Background: an optimization exercise with open tools, aiming at small area. Do not read the settings as production practice. The RTL was checked by simulation tests, not by an equivalence proof against the original design. Power figures rest on the tool's default switching activity, not on a simulated workload. The flow treats the clock pin as an ideal source, which a real chip does not have.

Design sd_encr_device, start of the top module:
module sd_encr_device (
    input wire clk,                     
    input wire rst,                     
    input wire start,                   
    input wire rw_flag,                 
    output wire done,                   
    output wire sd_clk,
    output wire sd_cs_n,
    output wire sd_mosi,
    input  wire sd_miso,
    input wire key_rw,                  
    input wire key_sel,                 
    input wire [511:0] key_data_in,     
    output wire [511:0] key_data_out    
);
    regfile_1024bit u_regfile (
        .clk      (clk),
        .rw       (key_rw),
        .sel      (key_sel),
        .data_in  (key_data_in),
        .data_out (key_data_out)
    );
    SD_Controller u_sd_controller (
        .clk      (clk),
        .rst      (rst),
        .start    (start),
        .key      (key_data_out),
        .done     (done),
        .spi_clk  (sd_clk),
        .spi_cs_n (sd_cs_n),
        .spi_mosi (sd_mosi),
        .spi_miso (sd_miso)
    );
endmodule
Size: about 6700 cells after synthesis.
==> flow/config.mk <==
export PLATFORM = sky130hd
export DESIGN_NAME = sd_encr_device
export DESIGN_NICKNAME = sd_encr_device
export VERILOG_FILES = /design/flow/design.v
export SDC_FILE = /design/flow/constraint.sdc
export NUM_CORES = 4
export LEC_CHECK = 0
export CAP_MARGIN = 0
export CORE_MARGIN = 2
export CORE_UTILIZATION = 45
export CTS_BUF_LIST = sky130_fd_sc_hd__clkbuf_16
export CTS_CLUSTER_DIAMETER = 100
export CTS_CLUSTER_SIZE = 30
export PLACE_DENSITY_LB_ADDON = 0.2
export SLEW_MARGIN = 0
export SYNTH_HIERARCHICAL = 1
export SYNTH_MINIMUM_KEEP_SIZE = 0
==> flow/constraint.sdc <==
create_clock -name core_clock -period 10.0 [get_ports {clk}]
set_input_delay 2.0000 -clock core_clock [delete_from_list [all_inputs] [get_ports {clk}]]
set_output_delay 2.0000 -clock core_clock [all_outputs]
set_load 0.01 [all_outputs]
standard.sh (not shown) runs the stock make flow with config.mk's settings and CLKGATE_MAP_FILE= SYNTH_SCRIPT=/design/flow/synth_recipe.tcl, a recipe that flattens the netlist after the stock synthesis.
==> flow/flow/run.sh <==
#!/bin/bash
# The standard layout (standard.sh) with three changes:
#  - flow/downsize.tcl runs before floorplanning (PRE_FLOORPLAN_TCL): each
#    combinational cell of the synthesized netlist gets the smallest drive
#    strength of its type; repair_design/repair_timing size up what needs it.
#  - the buffer on every input and output port is sky130_fd_sc_hd__buf_1
#    instead of the cell buffer_ports picks itself.
#  - clock tree synthesis gets the same arguments ORFS builds from the
#    CTS_* settings in config.mk, plus -dont_use_dummy_load (no balancing
#    load cells on the clock tree).
# Synthesis is standard.sh's, unchanged. make's full output goes to
# standard_finish.log here; ORFS's per-step logs are under orfs/logs.
set -euo pipefail
cd "$(dirname "${BASH_SOURCE[0]}")/.."
bash standard.sh \
  "PRE_FLOORPLAN_TCL=$PWD/flow/downsize.tcl" \
  "BUFFER_PORTS_ARGS=-buffer_cell sky130_fd_sc_hd__buf_1" \
  "CTS_ARGS=-sink_clustering_enable -repair_clock_nets -sink_clustering_size 30 -sink_clustering_max_diameter 100 -buf_list sky130_fd_sc_hd__clkbuf_16 -dont_use_dummy_load" \
  finish > standard_finish.log 2>&1
==> flow/flow/downsize.tcl <==
# PRE_FLOORPLAN hook: give every combinational cell of the synthesized
# netlist the smallest-area drive strength of its own type (same function and
# pins). Registers, clock cells and anything else are left as they are.
# repair_design and repair_timing later size up whatever needs it.
set db [ord::get_db]
set block [ord::get_db_block]
set skip {^(df|edf|sdf|sedf|dl|sdl|clk|tap|fill|decap|conb|lpflow|probe|diode|ebuf|einv)}
set swapped 0
foreach inst [$block getInsts] {
  set m [$inst getMaster]
  set name [$m getName]
  if {![regexp {^sky130_fd_sc_hd__([a-z0-9]+)_([0-9]+)$} $name -> base size]} { continue }
  if {[regexp $skip $base]} { continue }
  set best $m
  set best_area [expr {[$m getWidth] * [$m getHeight]}]
  foreach s {0 1 2 4} {
    set c [$db findMaster sky130_fd_sc_hd__${base}_$s]
    if {$c == "NULL" || $c == ""} { continue }
    set a [expr {[$c getWidth] * [$c getHeight]}]
    if {$a < $best_area} { set best $c; set best_area $a }
  }
  if {$best != $m} {
    $inst swapMaster $best
    incr swapped
  }
}
puts "downsize.tcl: swapped $swapped instances to smaller drive strengths"
Next try:
--- a/flow/flow/run.sh
+++ b/flow/flow/run.sh
@@ -2 +2 @@
-# The standard layout (standard.sh) with three changes:
+# The standard layout (standard.sh) with two changes:
@@ -8,3 +7,0 @@
-#  - clock tree synthesis gets the same arguments ORFS builds from the
-#    CTS_* settings in config.mk, plus -dont_use_dummy_load (no balancing
-#    load cells on the clock tree).
@@ -18 +14,0 @@
-  "CTS_ARGS=-sink_clustering_enable -repair_clock_nets -sink_clustering_size 30 -sink_clustering_max_diameter 100 -buf_list sky130_fd_sc_hd__clkbuf_16 -dont_use_dummy_load" \
--- a/flow/config.mk
+++ b/flow/config.mk
@@ -8 +8 @@
-export CAP_MARGIN = 0
+export CAP_MARGIN = 20
@@ -15 +15 @@
-export SLEW_MARGIN = 0
+export SLEW_MARGIN = 20
Outcome:
- cell count stays flat
- sequential share of layout area went down by 0.21 points
- first-iteration DRC count increases by 0.72%
- power rose by 1.4%
- clock power is higher by 5.4%
- combinational power barely changes
- wire length hardly moves
- flip-flop and latch count is unchanged
- fmax goes up by about 0.9%
Next try:
--- a/flow/flow/run.sh
+++ b/flow/flow/run.sh
@@ -2 +2 @@
-# The standard layout (standard.sh) with two changes:
+# The standard layout (standard.sh) with three changes:
@@ -7,0 +8,3 @@
+#  - clock tree synthesis gets the same arguments ORFS builds from the
+#    CTS_* settings in config.mk, plus -dont_use_dummy_load (no balancing
+#    load cells on the clock tree).
@@ -14,0 +18 @@
+  "CTS_ARGS=-sink_clustering_enable -repair_clock_nets -sink_clustering_size 30 -sink_clustering_max_diameter 100 -buf_list sky130_fd_sc_hd__clkbuf_16 -dont_use_dummy_load" \
--- a/flow/config.mk
+++ b/flow/config.mk
@@ -10 +10 @@
-export CORE_UTILIZATION = 45
+export CORE_UTILIZATION = 50
@@ -14 +14 @@
-export PLACE_DENSITY_LB_ADDON = 0.2
+export PLACE_DENSITY_LB_ADDON = 0.1
Effect:
- wire length hardly moves
- clock skew grows by 0.037 ns
- fmax is higher by 2.1%

== main ==
Starting RTL as in the previous note.
Settings: LEC_CHECK=0, CAP_MARGIN=20, CORE_MARGIN=2, CORE_UTILIZATION=45, CTS_BUF_LIST=sky130_fd_sc_hd__clkbuf_16, CTS_CLUSTER_DIAMETER=100, CTS_CLUSTER_SIZE=30, GPL_TIMING_DRIVEN=0, PLACE_DENSITY_LB_ADDON=0.2, SLEW_MARGIN=20, SYNTH_HIERARCHICAL=1, SYNTH_MINIMUM_KEEP_SIZE=0; clock period 10.0 ns.
==> flow/flow/run.sh <==
#!/bin/bash
# The standard layout (standard.sh) with three changes:
#  - flow/downsize.tcl runs before floorplanning (PRE_FLOORPLAN_TCL): each
#    combinational cell of the synthesized netlist gets the smallest drive
#    strength of its type; repair_design/repair_timing size up what needs it.
#  - the buffer on every input and output port is sky130_fd_sc_hd__buf_1
#    instead of the cell buffer_ports picks itself.
#  - clock tree synthesis gets the same arguments ORFS builds from the
#    CTS_* settings in config.mk, plus -dont_use_dummy_load (no balancing
#    load cells on the clock tree).
# Synthesis is standard.sh's, unchanged. make's full output goes to
# standard_finish.log here; ORFS's per-step logs are under orfs/logs.
set -euo pipefail
cd "$(dirname "${BASH_SOURCE[0]}")/.."
bash standard.sh \
  "PRE_FLOORPLAN_TCL=$PWD/flow/downsize.tcl" \
  "BUFFER_PORTS_ARGS=-buffer_cell sky130_fd_sc_hd__buf_1" \
  "CTS_ARGS=-sink_clustering_enable -repair_clock_nets -sink_clustering_size 30 -sink_clustering_max_diameter 100 -buf_list sky130_fd_sc_hd__clkbuf_16 -dont_use_dummy_load" \
  finish > standard_finish.log 2>&1
Scripts as last shown in full above: flow/flow/downsize.tcl
diff inputs: main => the feature branch
- CTS_CLUSTER_DIAMETER changed from 100 to 60
- GPL_TIMING_DRIVEN removed (was 0)
- CTS_CLUSTER_SIZE changed from 30 to 40
diff --git a/flow/flow/run.sh b/flow/flow/run.sh
--- a/flow/flow/run.sh
+++ b/flow/flow/run.sh
@@ -17,3 +17,3 @@
   "BUFFER_PORTS_ARGS=-buffer_cell sky130_fd_sc_hd__buf_1" \
-  "CTS_ARGS=-sink_clustering_enable -repair_clock_nets -sink_clustering_size 30 -sink_clustering_max_diameter 100 -buf_list sky130_fd_sc_hd__clkbuf_16 -dont_use_dummy_load" \
+  "CTS_ARGS=-sink_clustering_enable -repair_clock_nets -sink_clustering_size 40 -sink_clustering_max_diameter 60 -buf_list sky130_fd_sc_hd__clkbuf_16 -dont_use_dummy_load" \
   finish > standard_finish.log 2>&1
--- outcome ---
- main finished end to end and its layout was clean on timing, DRC and antenna.
- The feature branch went all the way through the flow, and no timing, DRC or antenna check failed.
- The feature branch against main: setup slack saw an increase; number of H-tree branching levels went up.
- The feature branch: relative contribution of the clock network to total power higher than main
- Comparing total buffers and inverters traversed by the critical path for the feature branch and main, the smaller number came from the feature branch.
- Reported for the feature branch and main, row count turned out identical to the last digit.
- Compared with main, the feature branch shows wire length reported by the detailed router that has gone down slightly.

[separate check: timing with driven ports]
How much do the figures lean on ideal ports? The routed layouts below were timed once more, with nothing changed but the port constraints. Step 1 assumes that a clkbuf_16 drives the clock port and a buf_2 every other input. Step 2 also shifts input and output timing later by t, the mid clock arrival at the registers, as if the neighbouring blocks saw the same clock. Three values: ideal ports, drivers, drivers and shift; two values: the first two.
run | t (ns) | slack for setup (ns) | hold WS [ns] | pins driven straight from the clock port
the first run of note 1 | 0.775 | 4.907 / 4.969 / 4.194 | 0.383 / 0.383 / 0.383 | 1
the second run of note 1 | 0.818 | 4.953 / 5.017 / 4.199 | 0.420 / 0.420 / 0.420 | 1
the third run of note 1 | 0.779 | 5.059 / 5.108 / 4.328 | 0.399 / 0.399 / 0.399 | 1
main | 0.761 | 4.445 / 4.508 / 3.747 | 0.380 / 0.380 / 0.380 | 1
the feature branch | 0.814 | 4.957 / 5.020 / 4.206 | 0.389 / 0.389 / 0.389 | 1
After both steps every run listed still meets setup and hold. For the second run of note 1, which loses most, drivers alone change the setup slack by +0.064 ns; drivers and shift together by -0.754 ns.
